This design comes from an exercise in tuning for small area and few clock cycles per item on the open sky130 flow, not from production work.
Only simulation tests tie the RTL to the original design; equivalence was not proved.
No driver is modelled on the clock port, so clocking that relies on it looks cheaper here than on a real chip.
No activity file was given, so power comes from the tool's default toggle rates.

==> inputs of 01-17 <==
## phase1_top
module phase1_top(
    input clk,
    input rst,
    output [15:0] imem_addr,
    input  [15:0] imem_rdata,
    output [15:0] dmem_addr,
    output [15:0] dmem_wdata,
    output        dmem_we,
    input  [15:0] dmem_rdata
);
reg  [15:0] pc;     
reg         xm;     
reg         boot;   
reg         pend;   
reg         lwb;    
reg  [3:0]  pr;
reg  [15:0] lb;
reg         fz, fv, fn;
reg  [15:0] R [1:15];
wire [15:0] ir = imem_rdata;
wire [3:0]  op = ir[15:12];
wire [3:0]  ra = ir[11:8];
wire [3:0]  rb = ir[7:4];
wire [3:0]  rc = ir[3:0];
wire is_alu = ~op[3];
wire is_lw  = op == 4'b1000;
wire is_sw  = op == 4'b1001;
wire is_lhb = op == 4'b1010;
wire is_llb = op == 4'b1011;
wire is_br  = op == 4'b1100;
wire is_jal = op == 4'b1101;
wire is_jr  = op == 4'b1110;
wire is_ex  = op == 4'b1111;
wire is_rel = is_br | is_jal;              
wire is_as  = ~op[3] & ~op[2] & ~op[1];    
wire sub    = op == 4'b0001;
wire [3:0]  addr_b = (op[3] | op[2]) ? ra : rc;
wire use_a = is_alu | is_lw | is_sw;
wire use_b = (~op[3] & ~op[2]) | is_sw | is_lhb | ((is_jr | is_ex) & ~xm);
wire hazard = pend & ((use_a & (rb == pr)) | (use_b & (addr_b == pr)) | (is_ex & ~xm));
wire hold   = boot | hazard;
wire exe    = ~hold;                       
wire ctl    = exe & ~xm;                   
wire [15:0] pc_inc;
dp_inc INC(.a(pc), .y(pc_inc));
wire [15:0] rda, rdb;
rf_read_x RA(.en(~is_rel), .addr(rb), .xs(is_rel), .x(pc),
           .r1(R[1]), .r2(R[2]), .r3(R[3]), .r4(R[4]), .r5(R[5]),
           .r6(R[6]), .r7(R[7]), .r8(R[8]), .r9(R[9]), .r10(R[10]), .r11(R[11]),
           .r12(R[12]), .r13(R[13]), .r14(R[14]), .r15(R[15]), .q(rda));
rf_read RB(.addr(addr_b),
           .r1(R[1]), .r2(R[2]), .r3(R[3]), .r4(R[4]), .r5(R[5]),
           .r6(R[6]), .r7(R[7]), .r8(R[8]), .r9(R[9]), .r10(R[10]), .r11(R[11]),
           .r12(R[12]), .r13(R[13]), .r14(R[14]), .r15(R[15]), .q(rdb));
wire s_sh   = ~op[3] & op[2];            
wire [15:0] imm = is_jal ? {{4{ir[11]}}, ir[11:0]} :
                  is_br  ? {{8{ir[7]}}, ir[7:0]} : {{12{rc[3]}}, rc};
wire [15:0] add_b = op[3] ? imm : (rdb ^ {16{sub}});
wire [15:0] sum, g, p;
dp_add ADD(.a(rda), .b(add_b), .cin(sub | is_rel), .s(sum), .g(g), .p(p));
wire [15:0] rot, sk, sfn;
  ...
export LEC_CHECK = 0
export CAP_MARGIN = 20
export CORE_MARGIN = 2
export CORE_UTILIZATION = 60
export CTS_BUF_LIST = sky130_fd_sc_hd__clkbuf_4
export SETUP_SLACK_MARGIN = 0.2
export SLEW_MARGIN = 20
export SYNTH_HIERARCHICAL = 1
create_clock -name core_clock -period 8.0 [get_ports {clk}]
standard.sh (not shown) runs the stock make flow with config.mk's settings and CLKGATE_MAP_FILE= SYNTH_SCRIPT=/design/flow/synth_recipe.tcl, a recipe that flattens the netlist after the stock synthesis.
==> flow/flow/run.sh <==
#!/bin/bash
# Layout flow: the standard flow (standard.sh: unchanged synthesis and
# steps) with three changes: the port buffers are sky130_fd_sc_hd__buf_2
# instead of the cell buffer_ports picks by default, clock tree synthesis
# inserts no dummy loads, and after clock tree synthesis cells on paths
# with slack to spare are downsized (recover.tcl). ORFS writes each tool's
# output to orfs/logs; make's own output goes to flow.log here.
set -euo pipefail
here=$(cd "$(dirname "$0")" && pwd)
export BUFFER_PORTS_ARGS="-buffer_cell sky130_fd_sc_hd__buf_2"
export CTS_ARGS="-sink_clustering_enable -repair_clock_nets -buf_list sky130_fd_sc_hd__clkbuf_4 -dont_use_dummy_load"
export POST_CTS_TCL="$here/recover.tcl"
bash standard.sh finish > flow.log 2>&1
==> flow/flow/recover.tcl <==
# After clock tree synthesis and its timing repair: downsize cells on paths
# with slack to spare, then legalize the placement again.
repair_timing -recover_power 100 -setup_margin 0.2 -verbose
detailed_placement
check_placement -verbose
==> 05-18 (differences from 01-17) <==
--- a/flow/design.v
+++ b/flow/design.v
@@ -372,91 +372,17 @@
 endmodule
 module dp_ao3(input s1, d1, s2, d2, s3, d3, output y);
   wire n1;
   c_aoi222 u1(.a1(s1), .a2(d1), .b1(s2), .b2(d2), .c1(s3), .c2(d3), .y(n1));
   c_inv    o(.a(n1), .y(y));
 endmodule
-module dp_gp(input a, b, output g, p);
-  assign g = a & b;
-  assign p = a ^ b;
-endmodule
-module dp_pfx(input gh, ph, gl, pl, output g, p);
-  assign g = gh | (ph & gl);
-  assign p = ph & pl;
-endmodule
-module dp_xor(input a, b, output y);
-  assign y = a ^ b;
-endmodule
 module dp_add(input [15:0] a, input [15:0] b, input cin,
               output [15:0] s, output [15:0] g, output [15:0] p);
-  genvar i, l;
-  generate for (i = 0; i < 16; i = i + 1) begin : gp
-    dp_gp u(.a(a[i]), .b(b[i]), .g(g[i]), .p(p[i]));
-  end endgenerate
-  wire [15:0] G [0:4];
-  wire [15:0] P [0:4];
-  dp_a21o c0(.a1(p[0]), .a2(cin), .b(g[0]), .y(G[0][0]));
-  assign P[0][0] = 1'b0;                       
-  generate for (i = 1; i < 16; i = i + 1) begin : l0
-    assign G[0][i] = g[i];
-    assign P[0][i] = p[i];
-  end endgenerate
-  generate for (l = 0; l < 4; l = l + 1) begin : lv
-    for (i = 0; i < 16; i = i + 1) begin : n
-      if (i & (1 << l)) begin : c
-        localparam integer J = ((i >> l) << l) - 1;
-        if (J < (1 << l)) begin : grey            
-          dp_a21o u(.a1(P[l][i]), .a2(G[l][J]), .b(G[l][i]), .y(G[l+1][i]));
-          assign P[l+1][i] = 1'b0;
-        end else begin : black
-          dp_pfx u(.gh(G[l][i]), .ph(P[l][i]), .gl(G[l][J]), .pl(P[l][J]),
-                   .g(G[l+1][i]), .p(P[l+1][i]));
-        end
-      end else begin : w
-        assign G[l+1][i] = G[l][i];
-        assign P[l+1][i] = P[l][i];
-      end
-    end
-  end endgenerate
-  dp_xor x0(.a(p[0]), .b(cin), .y(s[0]));
-  generate for (i = 1; i < 16; i = i + 1) begin : sm
-    dp_xor x(.a(p[i]), .b(G[4][i-1]), .y(s[i]));
-  end endgenerate
-endmodule
-module dp_ha(input a, b, output s, c);
-  assign s = a ^ b;
-  assign c = a & b;
-endmodule
-module dp_inc(input [15:0] a, output [15:0] y);
-  wire [3:0] gc;                        
-  assign gc[0] = 1'b1;
-  assign gc[1] = &a[3:0];
-  assign gc[2] = gc[1] & (&a[7:4]);
-  assign gc[3] = gc[2] & (&a[11:8]);
-  genvar g, i;
-  generate for (g = 0; g < 4; g = g + 1) begin : grp
-    wire [4:0] c;
-    assign c[0] = gc[g];
-    for (i = 0; i < 4; i = i + 1) begin : b
-      dp_ha h(.a(a[4*g+i]), .b(c[i]), .s(y[4*g+i]), .c(c[i+1]));
-    end
-  end endgenerate
-endmodule
-module dp_wdec(input rst, input wen, input [3:0] waddr, output [15:1] we);
-  wire [3:0] hi, lo;
-  genvar k;
-  generate for (k = 0; k < 4; k = k + 1) begin : pd
-    assign hi[k] = wen & (waddr[3:2] == k);
-    assign lo[k] = waddr[1:0] == k;
-  end endgenerate
-  generate for (k = 1; k < 16; k = k + 1) begin : d
-    dp_a21o u(.a1(hi[k/4]), .a2(lo[k%4]), .b(rst), .y(we[k]));
-  end endgenerate
-endmodule
-module dp_a21o(input a1, a2, b, output y);
-  assign y = (a1 & a2) | b;
+  assign s = a + b + {15'd0, cin};
+  assign g = a & b;
+  assign p = a ^ b;
 endmodule
 module rf_bit(input [15:1] s, input [15:1] r, output y);
   wire [4:0] n;
   genvar g;
   generate for (g = 0; g < 5; g = g + 1) begin : grp
     c_aoi222 u(.a1(s[3*g+1]), .a2(r[3*g+1]), .b1(s[3*g+2]), .b2(r[3*g+2]),
@@ -555,29 +481,28 @@
 wire use_a = is_alu | is_lw | is_sw;
 wire use_b = (~op[3] & ~op[2]) | is_sw | is_lhb | ((is_jr | is_ex) & ~xm);
 wire hazard = pend & ((use_a & (rb == pr)) | (use_b & (addr_b == pr)) | (is_ex & ~xm));
 wire hold   = boot | hazard;
 wire exe    = ~hold;                       
 wire ctl    = exe & ~xm;                   
-wire [15:0] pc_inc;
-dp_inc INC(.a(pc), .y(pc_inc));
+wire [15:0] pc_inc = pc + 16'd1;
 wire [15:0] rda, rdb;
-rf_read_x RA(.en(~is_rel), .addr(rb), .xs(is_rel), .x(pc),
+rf_read_x RA(.en(~is_rel), .addr(rb), .xs(is_rel), .x(pc_inc),
            .r1(R[1]), .r2(R[2]), .r3(R[3]), .r4(R[4]), .r5(R[5]),
            .r6(R[6]), .r7(R[7]), .r8(R[8]), .r9(R[9]), .r10(R[10]), .r11(R[11]),
            .r12(R[12]), .r13(R[13]), .r14(R[14]), .r15(R[15]), .q(rda));
 rf_read RB(.addr(addr_b),
            .r1(R[1]), .r2(R[2]), .r3(R[3]), .r4(R[4]), .r5(R[5]),
            .r6(R[6]), .r7(R[7]), .r8(R[8]), .r9(R[9]), .r10(R[10]), .r11(R[11]),
            .r12(R[12]), .r13(R[13]), .r14(R[14]), .r15(R[15]), .q(rdb));
 wire s_sh   = ~op[3] & op[2];            
 wire [15:0] imm = is_jal ? {{4{ir[11]}}, ir[11:0]} :
                   is_br  ? {{8{ir[7]}}, ir[7:0]} : {{12{rc[3]}}, rc};
 wire [15:0] add_b = op[3] ? imm : (rdb ^ {16{sub}});
 wire [15:0] sum, g, p;
-dp_add ADD(.a(rda), .b(add_b), .cin(sub | is_rel), .s(sum), .g(g), .p(p));
+dp_add ADD(.a(rda), .b(add_b), .cin(sub), .s(sum), .g(g), .p(p));
 wire [15:0] rot, sk, sfn;
 alu_shift SH(.en(s_sh), .op(op[1:0]), .k(rc), .a(rda), .rot(rot), .sk(sk), .sfn(sfn));
 wire s_sum  = is_as;
 wire s_g    = op[3:1] == 3'b001;           
 wire s_p    = op == 4'b0011;
 wire s_lo   = is_lhb;                       
@@ -620,14 +545,14 @@
 wire n_hold = hold;
 wire n_reg  = to_reg;
 wire n_tk   = taken;
 wire n_inc  = exe & ~to_reg & ~taken;
 wire [15:0] npc;
 generate for (gi = 0; gi < 16; gi = gi + 1) begin : np
-  dp_ao4 u(.s1(n_hold), .d1(pc[gi]), .s2(n_reg), .d2(rdb[gi]), .s3(n_inc), .d3(pc_inc[gi]),
-           .s4(n_tk), .d4(sum[gi]), .y(npc[gi]));      
+  dp_ao4 u(.s1(n_hold), .d1(pc[gi]), .s2(n_reg), .d2(rdb[gi]), .s3(n_tk), .d3(sum[gi]),
+           .s4(n_inc), .d4(pc_inc[gi]), .y(npc[gi]));
 end endgenerate
 assign imem_addr = npc;
 wire        iwen  = exe & (is_alu | is_lhb | is_llb | (is_jal & ~xm));
 wire [3:0]  iwa   = (is_jal & ~xm) ? 4'd15 : ra;
 wire        pwr   = pend & ~iwen;          
 wire        wen   = iwen | pwr;
@@ -637,18 +562,16 @@
 wire        w_lb  = ~rst & pwr & ~lwb;
 wire [15:0] wd;
 generate for (gi = 0; gi < 16; gi = gi + 1) begin : wb
   dp_ao3 u(.s1(w_res), .d1(res[gi]), .s2(w_dm), .d2(dmem_rdata[gi]), .s3(w_lb), .d3(lb[gi]),
            .y(wd[gi]));
 end endgenerate
-wire [15:1] wek;
-dp_wdec WDEC(.rst(rst), .wen(wen), .waddr(waddr), .we(wek));
 integer k;
 always @(posedge clk) begin
   for (k = 1; k < 16; k = k + 1)
-    if (wek[k]) R[k] <= wd;
+    if (rst | (wen & (waddr == k))) R[k] <= wd;
 end
 wire lw_go = exe & is_lw & (ra != 4'd0);
 always @(posedge clk) begin
   if (rst) begin
     pc   <= 16'h0000;
     xm   <= 1'b0;
==> flow/flow/run.sh (replaced) <==
#!/bin/bash
# Layout flow: the standard flow (standard.sh, unchanged synthesis and
# steps) with the port buffers made from sky130_fd_sc_hd__buf_2 instead of
# the cell buffer_ports picks by default. Each tool's output goes to
# orfs/logs (ORFS's own logs); make's output to flow.log here.
set -euo pipefail
export BUFFER_PORTS_ARGS="-buffer_cell sky130_fd_sc_hd__buf_2"
bash standard.sh finish > flow.log 2>&1
Settings changed: GPL_TIMING_DRIVEN from default to 0.
removed: flow/flow/recover.tcl
==> summary.txt <==
item	05-18	01-17
Outcome	complete, but fails checks	complete, no violations
Layout check failures	setup timing	-
Per-cell routed wire length	33.45 um	31.91 um
Mux cell area share after synthesis	4.355%	3.664%
Power Dens Cells	232.2 nW/um2	222.0 nW/um2
Largest stage delay, worst path	0.42 ns	0.54 ns
Multi-input gates	916	880
WP buf/inv	9	4
Final Routed Wirelength	63280 um	57310 um
Non-clock inverters	34	29
Count of cells along the worst register-to-register path	20	18
Crit path DAT	6.71 ns	6.21 ns
Die height	165.4 um	165.3 um
Detail Route met2 WL	27710 um	25110 um
Design area	18890 um2	17550 um2
Number of antenna diodes	1	6
Testbench counts of 01-17, summed over its fixed seeds: cycles 10,347, instructions 10,191.
Testbench counts of 05-18, summed over its fixed seeds: cycles 10,347, instructions 10,191.

## separate check: timing with driven ports
In the flow no input, the clock included, has a driving cell. The finished layouts below were timed again as built, in two steps.
Step 1, drivers: a clkbuf_16 drives clk and a buf_2 each remaining input, both assumed.
Step 2 moves the port delays by t, midway between the first and last clock arrival at a register: inputs arrive t later, outputs are due t later. That takes back most of the time a late clock gives input paths.
Slacks: ideal / step 1 / step 2; pairs: ideal / step 1.
run	t, ns	setup slack, ns	hold slack, ns	worst setup path after step 2	latest minus earliest clock arrival (ns)
01-17	0.700	0.195 / 0.159 / -0.446	0.490 / 0.490 / 0.490	input to register	0.145 / 0.145
05-18	0.743	-0.314 / -0.363 / -0.617	0.483 / 0.483 / 0.483	input to register	0.074 / 0.074
With both steps, setup timing fails in 01-17, where it was met with ideal ports. The setup slack of 01-17, which loses most, moves by -0.036 ns with the drivers and by -0.641 ns with both steps.
